This design comes from an exercise in tuning for small area, a short achievable clock period and few clock cycles per item on the open sky130 flow, not from production work.
The RTL was checked by simulation tests, not by an equivalence proof against the original design.
No activity file was given, so power comes from the tool's default toggle rates.

[flow/design.v]
`timescale 1ns/10ps
module alu(
    clk,
    reset,
    inA,
    inB,
    opcode,
    result,
    extra_result,
    PStart,
    PDone
    );
    input              clk, reset;
    input      [31:0]  inA, inB;
    input      [2:0]   opcode;
    output     [31:0]  result, extra_result;
    input              PStart;
    output reg         PDone;
    localparam ADD = 3'd0, SUB = 3'd1, OR = 3'd2, AND = 3'd3,
               NOT = 3'd4, MUL = 3'd5, SLL = 3'd6, SRL = 3'd7;
    reg  [3:0]  cnt;         
    reg  [31:0] ar;          
    reg  [4:0]  shr;         
    reg  [2:0]  opr;         
    reg         mulf, subf;
    reg  [5:0]  bctl;        
    reg         neg0;        
    reg  [33:0] acc;         
    reg  [31:0] lo;          
    assign result       = lo;
    assign extra_result = acc[31:0];
    wire c0 = (cnt == 4'd0);
    wire c7 = (cnt == 4'd7);
    wire in_mul   = (opcode == MUL);
    wire in_sub   = (opcode == SUB);
    wire in_not   = (opcode == NOT);
    wire in_logic = (opcode == OR) | (opcode == AND) | in_not;
    always @(posedge clk or posedge reset) begin
        if (reset) begin
            cnt   <= 4'd0;
            PDone <= 1'b0;
        end else begin
            cnt   <= PStart ? cnt + 4'd1 : 4'd0;
            PDone <= PStart & (c0 ? in_logic : mulf ? (cnt == 4'd8) : (cnt == 4'd1));
        end
    end
    function [5:0] booth2;
        input [4:0] w;
        begin
            booth2[0] = w[1] ^ w[0];
            booth2[1] = (w[2] & ~w[1] & ~w[0]) | (~w[2] & w[1] & w[0]);
            booth2[2] = w[2];
            booth2[3] = w[3] ^ w[2];
            booth2[4] = (w[4] & ~w[3] & ~w[2]) | (~w[4] & w[3] & w[2]);
            booth2[5] = w[4];
        end
    endfunction
    always @(posedge clk) begin
        ar   <= inA;
        shr  <= inB[4:0];
        opr  <= opcode;
        mulf <= in_mul;
        subf <= in_sub;
        if (c0) begin
            bctl <= in_mul ? booth2({inB[4:1], 1'b0}) : 6'd0;
            neg0 <= in_mul ? inB[2] : in_sub;
        end else begin
            bctl <= mulf ? booth2({lo[8] & ~c7, lo[7:4]}) : 6'd0;
            neg0 <= mulf ? lo[6] : subf;
        end
    end
    wire one0 = bctl[0], two0 = bctl[1];
    wire one1 = bctl[3], two1 = bctl[4], n1 = bctl[5];
    wire [37:0] a1 = {5'd0, ar, 1'b0};
    wire [37:0] a2 = {4'd0, ar, 2'b0};
    wire [37:0] bb = {6'd0, lo & {32{~mulf}}};
    wire [37:0] q0 = (({38{one0}} & a1) | ({38{two0}} & a2) | bb) ^ {38{neg0}};
    wire [34:0] s1 = ({35{one1}} & {3'd0, ar}) | ({35{two1}} & {2'd0, ar, 1'b0});
    wire [37:0] q1 = {s1 ^ {35{n1}}, {3{n1}}};
    wire [37:0] f  = {{4{acc[33]}}, acc};
    wire [37:0] cs = f ^ q0 ^ q1;
    wire [37:0] cc = (f & q0) | (f & q1) | (q0 & q1);
    wire [38:0] tt = {cs, 1'b1} + {cc[36:0], neg0, n1};
    wire [37:0] t  = tt[38:1];
    wire [4:0]  sh  = shr;
    wire [4:0]  rot_amt = opr[0] ? (5'd0 - sh) : sh;
    wire [31:0] r0 = rot_amt[0] ? {ar[30:0], ar[31]}     : ar;
    wire [31:0] r1 = rot_amt[1] ? {r0[29:0], r0[31:30]}  : r0;
    wire [31:0] r2 = rot_amt[2] ? {r1[27:0], r1[31:28]}  : r1;
    wire [31:0] r3 = rot_amt[3] ? {r2[23:0], r2[31:24]}  : r2;
    wire [31:0] rot = rot_amt[4] ? {r3[15:0], r3[31:16]} : r3;
    wire [31:0] mask_l = 32'hffffffff << sh;
    wire [31:0] mask_r = 32'hffffffff >> sh;
    reg [31:0] lo0;
    always @* begin
        case (opcode)
            OR:      lo0 = inA | inB;
            AND:     lo0 = inA & inB;
            NOT:     lo0 = ~inA;
            default: lo0 = inB;
        endcase
    end
    wire [33:0] acc0 = in_not ? {34{1'b1}} :
                       in_logic ? 34'd0 : {2'b00, inA & {32{~in_mul | inB[0]}}};
    reg [31:0] nlo;
    reg [33:0] nacc;
    always @* begin
        case (opr)
            MUL: begin nlo = {t[3:0], lo[31:4]}; nacc = t[37:4];      end
            SLL: begin nlo = rot & mask_l;   nacc = {2'b00, rot & ~mask_l}; end
            SRL: begin nlo = rot & mask_r;   nacc = 34'd0;            end
            SUB: begin nlo = t[31:0];        nacc = {34{t[32]}};      end
            default: begin nlo = t[31:0];    nacc = {33'd0, t[32]};   end
        endcase
    end
    always @(posedge clk) begin
        lo  <= c0 ? lo0 : nlo;
        acc <= c0 ? acc0 : nacc;
    end
endmodule
[flow/constraint.sdc]
create_clock -name core_clock -period 16.0 [get_ports {clk}]
set_input_delay 3.2000 -clock core_clock [delete_from_list [all_inputs] [get_ports {clk}]]
set_output_delay 3.2000 -clock core_clock [all_outputs]
set_load 0.01 [all_outputs]
[flow/standard.sh]
#!/bin/bash
# synth_recipe.tcl (not shown) runs the flow's synth.tcl, then flattens the netlist and writes it again
# the make line also repeats each setting of config.mk as NAME=value (left out here)
make -C /OpenROAD-flow-scripts/flow DESIGN_CONFIG=/design/flow/config.mk WORK_HOME=/design/flow/orfs CLKGATE_MAP_FILE= SYNTH_SCRIPT=/design/flow/synth_recipe.tcl "${@:-finish}"
[flow/config.mk]
export PLATFORM = sky130hd
export DESIGN_NAME = alu
export DESIGN_NICKNAME = alu
export VERILOG_FILES = /design/flow/design.v
export SDC_FILE = /design/flow/constraint.sdc
export NUM_CORES = 4
export LEC_CHECK = 0
export ABC_AREA = 1
export CAP_MARGIN = 20
export CORE_MARGIN = 2
export CORE_UTILIZATION = 40
export PLACE_DENSITY = 0.6
export SLEW_MARGIN = 20
[flow/flow/run.sh]
#!/bin/bash
# The standard layout, with two changes to how it is made (the clock period and
# the constraints are unchanged):
# - timing repair is asked to reach a setup slack of SETUP_SLACK_MARGIN ns;
# - the port buffers are buf_2 cells (the default pick is a slow delay buffer).
set -euo pipefail
cd "$(dirname "$0")/.."
bash standard.sh SETUP_SLACK_MARGIN=11.8 \
  "BUFFER_PORTS_ARGS=-buffer_cell sky130_fd_sc_hd__buf_2" finish > standard_flow.log 2>&1
==> results of run 1 <==
==> sequential cells by signal, summed over array words and instances, names as in the netlist <==
name,cells
acc,34
ar,32
lo,32
bctl,5
shr,5
cnt,4
opr,3
PDone,1
mulf,1
neg0,1
subf,1
==> final cells by class <==
cell class	instances	area, um2
clock inverter	14	104
clock buffer	18	429
fill	3642	18100
inverter	308	1190
antenna	1	2.50
timing repair buffer	175	1170
multi-input combinational	1692	9520
sequential	119	2480
timing repair inverter	2	15.0
tap	448	561
==> cell usage in the layout, fill, tap and decap left out, drive strengths merged, types with 21 or more instances in the layout <==
master    n
ha       44
o211ai   41
nand2   652
nand3   329
dfxtp   114
buf     172
a21oi    79
a31oi    37
o22ai    43
o21ai    88
fa       37
nand4    31
xor2     84
inv     306
clkbuf   21
nor2    127
==> worst paths after layout <==
path / from / to / slack (ns) / cells after the start
max reg2reg: shr[0] / acc[4] / 11.87 / 15
max: opcode[0] / acc[22] / 11.77 / 9
min in group asynchronous: reset / cnt[1] / 2.64 / 2
min reg2reg: cnt[0] / cnt[0] / 0.49 / 1
min: cnt[0] / cnt[0] / 0.49 / 1
max in group asynchronous: reset / cnt[3] / 13.19 / 2
==> per-layer routing <==
layer | global-route usage | wire length (um) | part of all wire
met4 | 0.160 | 3680 | 0.051
met1 | 0.550 | 30300 | 0.42
met2 | 0.585 | 29600 | 0.41
met5 | 0 | 0 | 0
met3 | 0.0935 | 9300 | 0.13
==> cells by family after synthesis <==
family          Yosys count  share of synthesized area
fa+ha+maj                81                     0.0947
xor+xnor                 85                     0.0552
simple gates           1168                      0.369
buf+inv                 449                      0.143
flops                   119                      0.177
compound gates          352                      0.162
==> power by group through the flow <==
stage          registers [mW]  logic, mW  clock network [mW]
2_1_floorplan           0.448       1.44                   0
3_3_place_gp            0.505       2.16                   0
3_5_place_dp            0.501       2.16                   0
4_1_cts                 0.501       2.22               0.353
5_1_grt                 0.511       2.54               0.367
6_report                0.514       2.33               0.357
==> what timing repair did <==
item,in CTS,in global routing
pin swaps,5,8
endpoints found under the setup margin,100,68
gates resized for setup,63,58
setup buffers,10,10
gates cloned,5,6
==> worst max-delay path, delay by kind of cell <==
kind	cells	cell delay, ns
AOI/OAI and AO/OA	1	0.11
buffers and inverters	5	0.82
and+or+nand+nor	3	0.48
==> results.json, run 1 <==
{
  "ant_nets": 0,
  "grt_pass1_wl_mm": 102,
  "skew_ns": 0.0146,
  "p_sw_frac": 0.595,
  "globalRouteTotalUtil": 0.395,
  "crit_path_top_delay_cell": "nor4_4",
  "insertion_delay_ns": 0.44,
  "grt_pass1_vias": 15135,
  "rsz0062_at_grt": "yes",
  "dp_slack_ns": 10.93,
  "initial_utilization": 0.406,
  "seq_power_share": 0.160,
  "hold_path.class": "reg2reg",
  "async_flop_share": 0.0420,
  "syn_nets": 2405,
  "max_freq_mhz": 236,
  "period_needed_ns": 4.23,
  "vdd_drop_max_v": 0.000134,
  "vias_per_cell": 5.98,
  "detailed_place_hpwl_mm": 56.0,
  "status": "timing/DRC/antenna clean",
  "ys_seq_elements": 119,
  "drive_gt1_frac": 0.137,
  "cp-end-kind": "flop",
  "netlist.area_leader.share": 0.178,
  "place_congestion": 1.03,
  "avgSynthCellArea_um2": 6.05,
  "die_x_um": 189,
  "fin_area_mm2": 0.0155,
  "place_area_mm2": 0.0143,
  "cts_buffer_depth": 2,
  "leakagePower_nw": 7.95,
  "combPwrFrac": 0.728,
  "layout.nets": 2466,
  "synthCells": 2254,
  "core_mm2": 0.0335,
  "clk_pin_slew_ns": 0.06,
  "period_share": 0.264,
  "critPathArrivalTime_ns": 4.61,
  "synthTopCellsByCount": "nand2_1 (648), nand3_1 (322), inv_1 (296)",
  "routed_wl_mm": 72.9,
  "crit_fanout": 8,
  "portBuffers": 134,
  "tightest_slew_ns": 1.46,
  "yosysMostFrequentCell": "nand2_1",
  "hold_viol_final": 0,
  "slew_violations": 0,
  "ys_types": 57,
  "cts_buffers": 17,
  "p_int_mw": 1.30,
  "fin_cells": 2777,
  "max_slew_margin": 0.0261,
  "drt_iter0_drc": 2211,
  "crit_chain": "clkbuf_4, nand3_4, buf_12, inv_1, nor4_4, buf_4, buf_6, a31oi_1, nand2_1",
  "cts.sinks": 119,
  "cts-root-buf": "clkbuf_16",
  "areaGrowthSynthToFinish_pct": 13.6,
  "place_inst": 2713,
  "maxCapViolCount": 0,
  "wl_per_cell_um": 26.2,
  "grt_antenna_before_repair": 0,
  "synth_flop_cell": "dfxtp_1",
  "fp.dieH_um": 189,
  "yosysTopAreaCell": "nand2_1",
  "first_pass_iters": 6,
  "critPathLaunchType": "primary input",
  "vias": 16613,
  "layout_setup_ws_ns": 11.77,
  "holdBufCountCts": 0,
  "path_class": "in2reg",
  "dieArea_mm2": 0.0356,
  "overflow": 0,
  "hold_ws_ns": 0.493,
  "yosysSeqAreaShare": 0.177,
  "setup_viol": 0,
  "cts_htree_levels": 4,
  "required_ns": 16.38,
  "pin_count": 135,
  "worst_path_largest_cell_delay_ns": 0.28,
  "synth-edff-count": 0,
  "tritoncts": "done",
  "synth.area.top_cells": "nand2_1 (18%), dfxtp_1 (17%), nand3_1 (12%)",
  "grt_max_degree": 74,
  "floorplan.rows": 67,
  "finalPower_mw": 3.21,
  "synth.cell_area_mm2": 0.0136,
  "synth_warnings": 1,
  "p_sw_mw": 1.91,
  "clkPwrFrac": 0.111,
  "p_per_area_mw_per_mm2": 207,
  "setup_tns_ns": 0,
  "drcViolationCount": 0,
  "fin_util": 0.462
}
Testbench counts, summed over its fixed seeds: cycles 21,722, ops 4,800.
==> run 2, diff against run 1 <==
==> flow/flow/run.sh (replaced) <==
#!/bin/bash
# The standard layout, with three changes to how it is made (the clock period
# and the constraints are unchanged):
# - timing repair is asked to reach a setup slack of SETUP_SLACK_MARGIN ns;
# - the port buffers are buf_2 cells (the default pick is a slow delay buffer);
# - clock tree synthesis inserts no dummy loads.
set -euo pipefail
cd "$(dirname "$0")/.."
bash standard.sh SETUP_SLACK_MARGIN=11.8 \
  "BUFFER_PORTS_ARGS=-buffer_cell sky130_fd_sc_hd__buf_2" \
  "CTS_ARGS=-sink_clustering_enable -repair_clock_nets -dont_use_dummy_load" \
  finish > standard_flow.log 2>&1
==> run 2 against run 1 <==
Net effect:
- clock-buffer cell count shrank 1
- utilization down 0.18 points
- non-clock buffer count increased by 1
- synthesized area unchanged
==> results.json, run 2 <==
{
  "grt_pass1_vias": 15193,
  "cts_buffers": 17,
  "ys_types": 57,
  "grt_antenna_before_repair": 0,
  "place_congestion": 1.03,
  "pin_count": 135,
  "synth.cell_area_mm2": 0.0136,
  "ant_nets": 0,
  "grtUsageMet2": 0.589,
  "crit_fanout": 2,
  "crit_family": "flip-flops",
  "synth.area.top_cells": "nand2_1 (18%), dfxtp_1 (17%), nand3_1 (12%)",
  "grt_max_degree": 74,
  "p_sw_frac": 0.593,
  "max_slew_margin": 0.0769,
  "crit_chain": "buf_2",
  "first_pass_iters": 7,
  "yosysMostFrequentCell": "nand2_1",
  "yosysTopAreaCell": "nand2_1",
  "path_buf_inv": 1,
  "path_class": "reg2out",
  "cts_htree_levels": 4,
  "drt_iter0_drc": 2465,
  "hold_viol_final": 0,
  "cts.sinks": 119,
  "synthTopCellsByCount": "nand2_1 (648), nand3_1 (322), inv_1 (296)",
  "maxCapViolCount": 0,
  "dieArea_mm2": 0.0356,
  "avgSynthCellArea_um2": 6.05,
  "core_mm2": 0.0335,
  "portBuffers": 134,
  "period_needed_ns": 4.23,
  "combPwrFrac": 0.736,
  "dp_slack_ns": 10.93,
  "grt_pass1_wl_mm": 102,
  "critPathLaunchType": "flop",
  "vias_per_cell": 5.99,
  "holdBufCountCts": 0,
  "overflow": 0,
  "slew_violations": 0,
  "yosysSeqAreaShare": 0.177,
  "worst_path_largest_cell_delay_ns": 0.43,
  "die_x_um": 189,
  "hold_path.class": "reg2reg",
  "regMostFlops": "acc",
  "setup_viol": 0,
  "required_ns": 12.80,
  "areaGrowthSynthToFinish_pct": 13.1,
  "status": "timing/DRC/antenna clean",
  "clk_pin_slew_ns": 0.05,
  "cp-end-kind": "output port",
  "critPathArrivalTime_ns": 1.03,
  "met3_usage": 0.0916,
  "cts-root-buf": "clkbuf_16",
  "top_regs": "acc x34, ar x32, lo x32",
  "floorplan.rows": 67,
  "fp.dieH_um": 189,
  "diodes": 0,
  "n_fill_cell": 3649,
  "period_share": 0.264,
  "initial_utilization": 0.406,
  "layout.nets": 2467,
  "clkPwrFrac": 0.099,
  "globalRouteTotalUtil": 0.396,
  "netlist.area_leader.share": 0.178,
  "max_freq_mhz": 236,
  "insertion_delay_ns": 0.44,
  "p_per_area_mw_per_mm2": 204,
  "detailed_place_hpwl_mm": 56.0,
  "busiest_layer": "met2",
  "layout_setup_ws_ns": 11.77,
  "final_common_cell": "nand2_1",
  "async_flop_share": 0.0420,
  "crit_path_top_delay_cell": "dfxtp_1",
  "largest_reg_flops": 34,
  "syn_nets": 2405,
  "routed_wl_mm": 72.6,
  "tritoncts": "done",
  "cts_buffer_depth": 2,
  "leakagePower_nw": 7.92,
  "seq_power_share": 0.165,
  "synth_flop_cell": "dfxtp_1",
  "wl_per_cell_um": 26.3,
  "drcViolationCount": 0,
  "synthCells": 2254,
  "tightest_slew_ns": 1.38,
  "p_int_mw": 1.28,
  "p_sw_mw": 1.86,
  "rsz0062_at_grt": "yes",
  "setup_tns_ns": 0,
  "drive_gt1_frac": 0.130,
  "synth-edff-count": 0,
  "ys_seq_elements": 119,
  "vias": 16543,
  "vdd_drop_max_v": 0.000136,
  "synth_warnings": 1,
  "skew_ns": 0.0253,
  "final_cell_mix": "nand2_1 (644), nand3_1 (320), inv_1 (293), buf_2 (129), nor2_1 (119)",
  "use_met1": 0.553
}
-- run 2: changes by cell type in the layout (fill, tap and decap cells not counted), sizes merged --
| cell | change |
|---|---|
| clkinv | -8 |
| bufinv | +1 |
| buf | +1 |
| inv | -4 |
| bufbuf | +2 |
| clkbuf | -3 |
| clkinvlp | -3 |
| diode | -1 |
-- run 2: worst paths after layout --
check | startpoint | end | slack (ns) | cells past startpoint
setup / recovery | lo[3] | result[3] | 11.77 | 1
hold / removal | cnt[0] | cnt[0] | 0.49 | 1
setup reg to reg | shr[0] | acc[4] | 11.95 | 15
hold reg to reg | cnt[0] | cnt[0] | 0.49 | 1
max in group asynchronous | reset | cnt[3] | 13.17 | 2
min in group asynchronous | reset | cnt[1] | 2.66 | 2
-- run 2: area by class of cell --
class                      count  area [um2]  area share
clock buffer                  17         425      0.0276
sequential                   119        2470       0.160
tap                          448         561      0.0363
inverter                     308        1210      0.0784
timing repair buffer         176        1210      0.0782
timing repair inverter         2        15.0    0.000974
multi-input combinational   1692        9530       0.618
-- run 2: logic make-up after synthesis --
| logic type | Yosys count | synth area share |
|---|---|---|
| DFF | 119 | 0.177 |
| and+or+nand+nor | 1168 | 0.369 |
| AOI/OAI and AO/OA | 352 | 0.162 |
| xor gates and xnor gates | 85 | 0.0552 |
| adders and majority gates | 81 | 0.0947 |
| buffers and inverters | 449 | 0.143 |
-- run 2: timing repair --
| item | in CTS | in global routing |
|---|---|---|
| hold endpoints to repair | 0 | 0 |
| pin swaps | 5 | 5 |
| setup buffers | 10 | 11 |
| gates cloned | 7 | 4 |
| gates resized for setup | 59 | 63 |
| setup endpoints to repair | 90 | 63 |
-- run 2: metal layers --
metal  share of wire  vias up  routed length, um
met2            0.41     1136              29700
met3            0.13      178               9120
li1                -     7528                  -
met5               0        -                  0
met4           0.049        0               3530
met1            0.42     7701              30200
-- run 2: metrics by stage --
stage,power (mW),cell area [um2],instances,utilization,hold slack [ns]
after floorplan,1.88,13700,2254,-,0.449
after global placement,2.66,14300,2713,0.425,0.478
after detailed placement,2.66,14300,2713,0.425,0.492
after CTS,3.02,15000,2747,0.449,0.499
after global routing,3.36,15400,2762,0.460,0.507
final,3.14,15400,2762,0.460,0.492
-- run 2: power by group through the flow --
stage                     sequential (mW)  clock [mW]  combinational (mW)
after floorplan                     0.448           0                1.44
after global placement              0.505           0                2.16
after detailed placement            0.501           0                2.16
after CTS                           0.506       0.308                2.20
after global routing                0.516       0.321                2.52
final                               0.519       0.310                2.32
==> run 3, diff against run 2 <==
--- a/flow/config.mk
+++ b/flow/config.mk
@@ -8,6 +8,6 @@
 export ABC_AREA = 1
 export CAP_MARGIN = 20
 export CORE_MARGIN = 2
-export CORE_UTILIZATION = 40
-export PLACE_DENSITY = 0.6
+export CORE_UTILIZATION = 50
+export PLACE_DENSITY = 0.7
 export SLEW_MARGIN = 20
==> run 3 against run 2 <==
Net effect:
- critical path depth stayed put
- cell area is 1.5% lower
- register-to-register slack worse by 0.08 ns
- worst setup slack worse by 0.0079 ns
- non-clock buffer count is 2 higher
- clock skew is 0.0024 ns higher
- sequential share of layout area is 0.15 points higher
- still clean on timing, DRC and antenna
- combinational power is 3% lower
==> results.json, run 3 <==
{
  "vias_per_cell": 6.37,
  "synthCells": 2254,
  "grt_pass1_vias": 15063,
  "leakagePower_nw": 7.88,
  "diodes": 0,
  "critPathArrivalTime_ns": 1.04,
  "synth-edff-count": 0,
  "die_x_um": 169,
  "netlist.area_leader.share": 0.178,
  "clk_pin_slew_ns": 0.05,
  "finalPower_mw": 3.09,
  "final_cell_mix": "nand2_1 (646), nand3_1 (321), inv_1 (292), buf_2 (131), nor2_1 (119)",
  "yosysTopAreaCell": "nand2_1",
  "globalRouteTotalUtil": 0.450,
  "tritoncts": "done",
  "rsz0062_at_grt": "yes",
  "skew_ns": 0.0277,
  "grt_antenna_before_repair": 2,
  "hold_viol_final": 0,
  "yosys.area_share.simple": 0.369,
  "path_buf_inv": 1,
  "grt_pass1_wl_mm": 95.1,
  "grt_max_degree": 66,
  "pin_count": 135,
  "path_class": "reg2out",
  "synth_warnings": 1,
  "overflow": 0,
  "slew_violations": 0,
  "regMostFlops": "acc",
  "cts.sinks": 119,
  "max_freq_mhz": 236,
  "cts_buffers": 17,
  "initial_utilization": 0.507,
  "yosysMostFrequentCell": "nand2_1",
  "place_congestion": 1.10,
  "period_share": 0.265,
  "fin_util": 0.565,
  "ys_types": 57,
  "syn_nets": 2405,
  "insertion_delay_ns": 0.43,
  "vias": 16904,
  "crit_path_top_delay_cell": "dfxtp_1",
  "required_ns": 12.80,
  "areaGrowthSynthToFinish_pct": 11.4,
  "top_regs": "acc x34, ar x32, lo x32",
  "drive_gt1_frac": 0.120,
  "period_needed_ns": 4.24,
  "tightest_slew_ns": 0.960,
  "synth.cell_area_mm2": 0.0136,
  "n_fill_cell": 2736,
  "synth_flop_cell": "dfxtp_1",
  "ant_nets": 0,
  "synthAdderAreaFrac": 0.0947,
  "drt_iter0_drc": 2874,
  "dieArea_mm2": 0.0286,
  "synth_mux_area_frac": 0,
  "setup_tns_ns": 0,
  "core_mm2": 0.0269,
  "cp-end-kind": "output port",
  "crit_fanout": 3,
  "detailed_place_hpwl_mm": 51.3,
  "portBuffers": 134,
  "largest_reg_flops": 34,
  "routed_wl_mm": 67.3,
  "maxCapViolCount": 0,
  "fp.dieH_um": 169,
  "drcViolationCount": 0,
  "first_pass_iters": 9,
  "worst_path_largest_cell_delay_ns": 0.44,
  "wl_per_cell_um": 25.4,
  "hold_ws_ns": 0.487,
  "setup_viol": 0,
  "synth.area.top_cells": "nand2_1 (18%), dfxtp_1 (17%), nand3_1 (12%)",
  "max_slew_margin": 0.358,
  "async_flop_share": 0.0420,
  "hold_path.class": "reg2reg",
  "synth_top_family_by_area": "simple AND/OR/NAND/NOR gates",
  "synth_xor_area_frac": 0.0552,
  "synthTopCellsByCount": "nand2_1 (648), nand3_1 (322), inv_1 (296)",
  "ys_seq_elements": 119,
  "vdd_drop_max_v": 0.000105,
  "avgSynthCellArea_um2": 6.05,
  "synth_compound_area_frac": 0.162,
  "critPathLaunchType": "flop",
  "final_common_cell": "nand2_1",
  "cts_buffer_depth": 2,
  "crit_chain": "buf_2",
  "crit_family": "flip-flops",
  "layout.nets": 2465,
  "floorplan.rows": 60,
  "yosysSeqAreaShare": 0.177,
  "status": "timing/DRC/antenna clean",
  "cts-root-buf": "clkbuf_16",
  "cts_htree_levels": 4,
  "p_per_area_mw_per_mm2": 203
}
run 3: cell types whose count changed in the layout (fill, tap and decap cells not counted), sizes merged:
| cell | delta |
|---|---|
| nand3 | -2 |
| clkinvlp | +1 |
| buf | -1 |
| nor2 | -1 |
| bufbuf | -2 |
| nand2 | -1 |
| clkinv | -1 |
| clkbuf | +5 |
run 3: what timing repair did:
item / in CTS / in global routing
resized for setup: 42 / 48
buffers inserted: 7 / 13
pin swaps: 2 / 4
cloned: 3 / 5
setup endpoints to repair: 83 / 53
hold buffers: 0 / 0
run 3: path summary, 6_finish.rpt:
kind | from | to | slack (ns) | depth (start not counted)
worst max-delay path | lo[18] | result[18] | 11.76 | 1
min in group asynchronous | reset | cnt[3] | 2.67 | 2
worst max register to register | bctl[5] | acc[11] | 11.87 | 22
worst min register to register | cnt[0] | cnt[0] | 0.49 | 1
max in group asynchronous | reset | PDone | 13.12 | 2
worst min-delay path | cnt[0] | cnt[0] | 0.49 | 1
run 3: cell type report:
class / count / area, um2 / area share
Inverter: 308 / 1200 / 0.0793
Clock buffer: 17 / 425 / 0.0280
Tap cell: 341 / 427 / 0.0281
Sequential cell: 119 / 2460 / 0.162
Timing Repair Buffer: 178 / 1190 / 0.0783
Timing Repair inverter: 2 / 15.0 / 0.000989
Multi-Input combinational cell: 1688 / 9460 / 0.623
run 3: per-stage QoR:
step	std cells	setup slack [ns]	area [um2]
3_3_place_gp	2607	10.96	14100
2_1_floorplan	2254	11.75	13700
5_1_grt	2653	11.79	15200
6_report	2653	11.76	15200
4_1_cts	2635	11.80	14800
3_5_place_dp	2608	10.90	14100
run 3: cells by family (layout without fill, tap and decap cells):
family,Yosys count,count (layout)
AND/OR/NAND/NOR,1168,1170
adder cells (fa/ha/maj),81,81
flip-flops,119,119
XOR/XNOR,85,85
AO/OA/AOI/OAI,352,352
buffers and inverters,449,505
run 3: routing by layer:
layer | GRT usage | share of wire | vias to the layer above | wire [um]
met3 | 0.130 | 0.15 | 301 | 10200
li1 | - | - | 7519 | -
met1 | 0.605 | 0.38 | 7685 | 25800
met4 | 0.240 | 0.068 | 2 | 4580
met5 | 0 | 0.00019 | - | 13
met2 | 0.652 | 0.40 | 1397 | 26700
run 3: power breakdown:
| group | internal (mW) | switching (mW) |
|---|---|---|
| registers | 0.390 | 0.131 |
| logic | 0.691 | 1.57 |
| clock network | 0.183 | 0.127 |
| total | 1.26 | 1.82 |
==> run 4, diff against run 3 <==
--- a/flow/design.v
+++ b/flow/design.v
@@ -102,6 +102,17 @@
     end
     wire [33:0] acc0 = in_not ? {34{1'b1}} :
                        in_logic ? 34'd0 : {2'b00, inA & {32{~in_mul | inB[0]}}};
+    wire [31:0] tsx;
+    genvar gi;
+    generate
+        for (gi = 0; gi < 32; gi = gi + 1) begin : g_sx
+            if (gi == 0) begin : g0
+                assign tsx[gi] = t[32];
+            end else begin : gn
+                assign tsx[gi] = t[33 + (gi - 1) % 5];
+            end
+        end
+    endgenerate
     reg [31:0] nlo;
     reg [33:0] nacc;
     always @* begin
@@ -109,8 +120,7 @@
             MUL: begin nlo = {t[3:0], lo[31:4]}; nacc = t[37:4];      end
             SLL: begin nlo = rot & mask_l;   nacc = {2'b00, rot & ~mask_l}; end
             SRL: begin nlo = rot & mask_r;   nacc = 34'd0;            end
-            SUB: begin nlo = t[31:0];        nacc = {34{t[32]}};      end
-            default: begin nlo = t[31:0];    nacc = {33'd0, t[32]};   end
+            default: begin nlo = t[31:0];    nacc = {2'b00, tsx};     end
         endcase
     end
     always @(posedge clk) begin
==> run 4 against run 3 <==
Net effect:
- die area shrank 0.61%
- largest power group unchanged
- largest cell class unchanged
- worst hold slack improved by 0.031 ns
- synthesized area decreased by 0.63%
- critical path type unchanged
- flip-flop and latch count is the same
- cell count is 0.41% higher
- critical path depth unchanged
- worst setup slack improved by 0.013 ns
- via count grew 1.6%
- clock skew up 0.0039 ns
- clock-buffer cell count unchanged
- maximum frequency rose by 0.30%
==> results.json, run 4 <==
{
  "synth-edff-count": 0,
  "synth_mux_area_frac": 0,
  "synthCells": 2265,
  "slew_violations": 0,
  "syn_nets": 2416,
  "routed_wl_mm": 69.5,
  "pin_count": 135,
  "netlist.area_leader.share": 0.169,
  "initial_utilization": 0.505,
  "min_from": "cnt[0]",
  "period_share": 0.264,
  "globalRouteTotalUtil": 0.474,
  "place_congestion": 1.05,
  "crit_fanout": 2,
  "first_pass_iters": 8,
  "die_x_um": 169,
  "setup_tns_ns": 0,
  "crit_family": "flip-flops",
  "async_flop_share": 0.0420,
  "setup_viol": 0,
  "synth_warnings": 1,
  "ys_types": 46,
  "final_cell_mix": "nand2_1 (595), nand3_1 (351), inv_1 (310), buf_2 (131)",
  "hold_viol_final": 0,
  "yosysSeqAreaShare": 0.178,
  "vias": 17182,
  "cts.sinks": 119,
  "grt_pass1_wl_mm": 98.6,
  "rsz0062_at_grt": "yes",
  "yosysMostFrequentCell": "nand2_1",
  "wl_per_cell_um": 26.1,
  "floorplan.rows": 60,
  "holdPathEnd": "cnt[0]",
  "regMostFlops": "acc",
  "synth_compound_area_frac": 0.164,
  "r2r_cells": 18,
  "critPathLaunchType": "flop",
  "synthTopCellsByCount": "nand2_1 (598), nand3_1 (356), inv_1 (318)",
  "worstHoldPathCells": 1,
  "drcViolationCount": 0,
  "synth_xor_area_frac": 0.0541,
  "skew_ns": 0.0315,
  "top_regs": "acc x34, ar x32, lo x32",
  "cts-root-buf": "clkbuf_16",
  "final_common_cell": "nand2_1",
  "synthAdderAreaFrac": 0.0953,
  "required_ns": 12.80,
  "r2r-end": "acc[25]",
  "place_area_mm2": 0.0141,
  "cts_buffers": 17,
  "largest_reg_flops": 34,
  "fin_area_mm2": 0.0151,
  "drt_iter0_drc": 3006,
  "areaGrowthSynthToFinish_pct": 11.7,
  "avgSynthCellArea_um2": 5.98,
  "yosysTopAreaCell": "dfxtp_1",
  "p_per_area_mw_per_mm2": 201,
  "synth_top_family_by_area": "simple AND/OR/NAND/NOR gates",
  "detailed_place_hpwl_mm": 53.6,
  "insertion_delay_ns": 0.44,
  "layout.nets": 2475,
  "finalPower_mw": 3.04,
  "core_mm2": 0.0268,
  "status": "timing/DRC/antenna clean",
  "dieArea_mm2": 0.0284,
  "max_slew_margin": 0.343,
  "crit_path_top_delay_cell": "dfxtp_1",
  "cts_htree_levels": 4,
  "drive_gt1_frac": 0.126,
  "maxCapViolCount": 0,
  "critPathArrivalTime_ns": 1.02,
  "crit_chain": "buf_2",
  "synth_flop_cell": "dfxtp_1",
  "fp.dieH_um": 169,
  "cp-end-kind": "output port",
  "cts_buffer_depth": 2,
  "ant_nets": 0,
  "max_freq_mhz": 237,
  "hold_path.class": "reg2reg",
  "yosys.area_share.simple": 0.366,
  "n_fill_cell": 2684,
  "clk_pin_slew_ns": 0.06,
  "tritoncts": "done",
  "overflow": 0,
  "synth.area.top_cells": "dfxtp_1 (17%), nand2_1 (17%), nand3_1 (13%)",
  "portBuffers": 134,
  "grt_antenna_before_repair": 2,
  "tightest_slew_ns": 0.975,
  "worst_path_largest_cell_delay_ns": 0.42,
  "grt_pass1_vias": 15160,
  "r2r_slack_ns": 11.89,
  "path_buf_inv": 1,
  "ys_seq_elements": 119,
  "vdd_drop_max_v": 0.000128,
  "grt_max_degree": 68,
  "vias_per_cell": 6.45,
  "leakagePower_nw": 7.70,
  "path_class": "reg2out",
  "r2r_start": "bctl[4]",
  "holdBufCountCts": 0,
  "period_needed_ns": 4.22,
  "synth.cell_area_mm2": 0.0135
}
## run 4: worst max-delay path by stage
stage	slack [ns]	cells past startpoint	endpoint	start
finish	11.78	1	extra_result[4]	acc[4]
global route	11.71	10	acc[24]	opcode[1]
CTS	11.80	1	extra_result[12]	acc[12]
detailed placement	10.45	9	acc[28]	opcode[1]
global placement	10.56	9	acc[27]	opcode[1]
floorplan	11.76	9	acc[29]	opcode[1]
## run 4: routing by layer
metal | GRT usage | wire [um]
met1 | 0.644 | 26600
met2 | 0.691 | 27900
met3 | 0.127 | 10400
met4 | 0.237 | 4660
met5 | 0 | 0
## run 4: layout make-up
cell class / instances / area [um2] / area share
clock buffer: 17 / 425 / 0.0281
multi-input combinational: 1679 / 9470 / 0.626
antenna: 1 / 2.50 / 0.000165
timing repair inverter: 2 / 15.0 / 0.000993
sequential: 119 / 2450 / 0.162
timing repair buffer: 170 / 1040 / 0.0689
tap: 341 / 427 / 0.0282
inverter: 335 / 1290 / 0.0856
## run 4: cells by family after synthesis
group,Yosys count
buf+inv,468
compound gates,366
xor+xnor,82
flops,119
fa+ha+maj,81
simple gates,1149
## run 4: through the flow
step / util / setup slack [ns] / hold WS (ns) / cells
3_3_place_gp: 0.528 / 10.56 / 0.491 / 2623
4_1_cts: 0.554 / 11.80 / 0.518 / 2657
5_1_grt: 0.564 / 11.71 / 0.548 / 2663
2_1_floorplan: - / 11.76 / 0.449 / 2265
6_report: 0.564 / 11.78 / 0.518 / 2664
3_5_place_dp: 0.528 / 10.45 / 0.510 / 2623
## run 4: power by group
group / internal [mW] / switching [mW] / total, mW
Clock: 0.183 / 0.136 / 0.319
Sequential: 0.388 / 0.123 / 0.511
Combinational: 0.679 / 1.53 / 2.21
## run 4: what timing repair did
action	4_1_cts	5_1_grt
gates resized for setup	49	51
setup endpoints to repair	69	55
buffers inserted	14	5
gates cloned	3	1
pin swaps	3	9
Testbench counts of run 4, summed over its fixed seeds: cycles 21,722, ops 4,800.
==> run 5, diff against run 4 <==
--- a/flow/config.mk
+++ b/flow/config.mk
@@ -8,6 +8,6 @@
 export ABC_AREA = 1
 export CAP_MARGIN = 20
 export CORE_MARGIN = 2
-export CORE_UTILIZATION = 50
-export PLACE_DENSITY = 0.7
+export CORE_UTILIZATION = 40
+export PLACE_DENSITY = 0.6
 export SLEW_MARGIN = 20
==> run 5 against run 4 <==
Net effect:
- still clean
- via count is 3.8% lower
- clock power down 2%
- first-iteration DRC count is 29% lower
- critical endpoint is now result[2]
- largest power group unchanged
- highest routed layer is now met5
==> results.json, run 5 <==
{
  "skew_ns": 0.0275,
  "synthCells": 2265,
  "pin_count": 135,
  "required_ns": 12.80,
  "vias_per_cell": 5.95,
  "crit_family": "flip-flops",
  "overflow": 0,
  "cp-end-kind": "output port",
  "crit_chain": "buf_2",
  "rsz0062_at_grt": "yes",
  "crit_cells": 1,
  "crit_path_top_delay_cell": "dfxtp_2",
  "ys_seq_elements": 119,
  "async_flop_share": 0.0420,
  "period_needed_ns": 4.21,
  "leakagePower_nw": 7.74,
  "top_regs": "acc x34, ar x32, lo x32",
  "first_pass_iters": 8,
  "areaGrowthSynthToFinish_pct": 12.9,
  "layout_setup_ws_ns": 11.79,
  "synth.area.top_cells": "dfxtp_1 (17%), nand2_1 (17%), nand3_1 (13%)",
  "p_int_mw": 1.26,
  "p_sw_mw": 1.83,
  "max_freq_mhz": 237,
  "hold_ws_ns": 0.492,
  "cts-root-buf": "clkbuf_16",
  "holdBufCountCts": 0,
  "r2r_cells": 19,
  "cts.sinks": 119,
  "ant_nets": 0,
  "yosysMostFrequentCell": "nand2_1",
  "synth_warnings": 1,
  "clk_pin_slew_ns": 0.05,
  "portBuffers": 134,
  "fp.dieH_um": 188,
  "die_x_um": 188,
  "max_slew_margin": 0.271,
  "final_common_cell": "nand2_1",
  "syn_nets": 2416,
  "seq_power_share": 0.168,
  "combPwrFrac": 0.731,
  "vias": 16521,
  "grt_antenna_before_repair": 2,
  "hold_viol_final": 0,
  "path_class": "reg2out",
  "drive_gt1_frac": 0.130,
  "insertion_delay_ns": 0.43,
  "status": "timing/DRC/antenna clean",
  "hold_path.class": "reg2reg",
  "maxCapViolCount": 0,
  "grt_pass1_wl_mm": 102,
  "initial_utilization": 0.405,
  "critPathLaunchType": "flop",
  "final_cell_mix": "nand2_1 (595), nand3_1 (350), inv_1 (311), buf_2 (131), nor2_1 (118)",
  "tritoncts": "done",
  "netlist.area_leader.share": 0.169,
  "cts_buffer_depth": 2,
  "p_per_area_mw_per_mm2": 202,
  "worstHoldPathCells": 1,
  "yosysTopAreaCell": "dfxtp_1",
  "setup_tns_ns": 0,
  "cts_htree_levels": 4,
  "tightest_slew_ns": 1.08,
  "clkPwrFrac": 0.101,
  "cts_buffers": 17,
  "dieArea_mm2": 0.0353,
  "yosysSeqAreaShare": 0.178,
  "period_share": 0.263,
  "grt_max_degree": 67,
  "routed_wl_mm": 72.2,
  "floorplan.rows": 67,
  "slew_violations": 0,
  "setup_viol": 0,
  "synth_flop_cell": "dfxtp_1",
  "largest_reg_flops": 34,
  "synthTopCellsByCount": "nand2_1 (598), nand3_1 (356), inv_1 (318)",
  "core_mm2": 0.0334,
  "synth.cell_area_mm2": 0.0135,
  "ys_types": 46,
  "globalRouteTotalUtil": 0.399,
  "avgSynthCellArea_um2": 5.98,
  "critPathArrivalTime_ns": 1.01,
  "wl_per_cell_um": 26.0,
  "detailed_place_hpwl_mm": 57.3,
  "place_congestion": 1.02,
  "worst_path_largest_cell_delay_ns": 0.42,
  "drcViolationCount": 0,
  "grt_pass1_vias": 14932,
  "p_sw_frac": 0.592,
  "path_buf_inv": 1,
  "vdd_drop_max_v": 0.0000990,
  "synth-edff-count": 0,
  "drt_iter0_drc": 2126,
  "dp_slack_ns": 10.85,
  "regMostFlops": "acc",
  "layout.nets": 2480,
  "crit_fanout": 3
}
-- run 5: cell counts after synthesis --
No cell type changed its count.
-- run 5: cells by family after synthesis --
logic type | share of synthesized area
adders and majority gates | 0.0953
AOI/OAI and AO/OA | 0.164
buffers and inverters | 0.143
xor gates and xnor gates | 0.0541
DFF | 0.178
and+or+nand+nor | 0.366
-- run 5: layer usage --
| layer | global-route usage | wire, um |
|---|---|---|
| met3 | 0.0867 | 8410 |
| met2 | 0.577 | 29700 |
| met5 | 0 | 18 |
| met4 | 0.165 | 3190 |
| met1 | 0.569 | 30900 |
-- run 5: final cells by class --
type | count | area [um2]
multi-input cells | 1678 | 9360
diodes | 1 | 2.50
well taps | 448 | 561
inverters | 335 | 1310
flip-flops and latches | 119 | 2480
fillers | 3634 | 18200
repair buffers | 174 | 1110
clock buffers | 17 | 425
repair inverters | 4 | 32.5
-- run 5: power groups by stage --
| stage | Clock [mW] | Sequential (mW) | Combinational, mW |
|---|---|---|---|
| floorplan | 0 | 0.447 | 1.41 |
| global placement | 0 | 0.506 | 2.15 |
| detailed placement | 0 | 0.504 | 2.15 |
| CTS | 0.310 | 0.509 | 2.18 |
| global route | 0.321 | 0.517 | 2.46 |
| finish | 0.312 | 0.521 | 2.26 |
-- run 5: worst reg2reg max path: stages (launching register included) --
cell      delay [ns]
dfxtp_1         0.38
inv_6           0.16
a22oi_1         0.21
o21ai_0         0.22
xor2_1          0.22
fa_1            0.51
inv_1           0.04
ha_1            0.39
nand2_1         0.14
nor2_1          0.22
inv_1           0.06
o21bai_1        0.32
inv_1           0.08
nand3_1         0.20
nand2_1         0.14
nand3_1         0.16
nand3_2         0.29
nand2_1         0.14
inv_1           0.05
nand2_1         0.06
-- run 5: worst paths after layout --
path | slack, ns | to | start
min | 0.49 | cnt[0] | cnt[0]
max reg2reg | 11.96 | acc[29] | mulf
min in group asynchronous | 2.65 | PDone | reset
max in group asynchronous | 13.17 | cnt[3] | reset
max | 11.79 | result[2] | lo[2]
min reg2reg | 0.49 | cnt[0] | cnt[0]
-- run 5: timing repair --
action	in CTS	in global routing
gates resized for setup	72	47
setup endpoints to repair	102	68
pin swaps	3	9
setup buffers	14	8
cloned	5	0
-- run 5: through the flow --
stage	area, um2	power (mW)	instances	utilization
floorplan	13600	1.86	2265	-
global placement	14300	2.66	2731	0.426
detailed placement	14300	2.66	2731	0.426
CTS	15100	3.00	2767	0.450
global route	15300	3.29	2775	0.457
finish	15300	3.09	2776	0.457

[port drivers added, routing unchanged]
How much do the figures lean on ideal ports? The routed layouts below were timed once more, with nothing changed but the port constraints. Step 1 (the two cells are an assumption about what drives the block):
set clk [get_ports {clk}]
set_driving_cell -lib_cell sky130_fd_sc_hd__clkbuf_16 $clk
set_driving_cell -lib_cell sky130_fd_sc_hd__buf_2 [delete_from_list [all_inputs] $clk]
Step 2 adds t to the input delays and takes it off the output delays; t is the mean of the earliest and latest rising clock arrival at the registers after step 1. Input paths then give back, and output paths get back, about the clock's delay inside the block. Slacks: no drivers / after step 1 / after step 2; pairs: no drivers / after step 1.
| run | t, ns | slack for setup (ns) | worst setup path after step 2 |
|---|---|---|---|
| run 1 | 0.487 | 11.771 / 11.740 / 11.312 | input to register |
| run 2 | 0.475 | 11.771 / 11.719 / 11.353 | input to register |
| run 3 | 0.470 | 11.763 / 11.712 / 11.346 | input to register |
| run 4 | 0.476 | 11.776 / 11.722 / 11.335 | input to register |
| run 5 | 0.471 | 11.786 / 11.732 / 11.367 | input to register |
After both steps setup and hold are still met in every run listed. For run 1, which loses most, drivers alone change the setup slack by -0.031 ns; drivers and shift together by -0.459 ns.
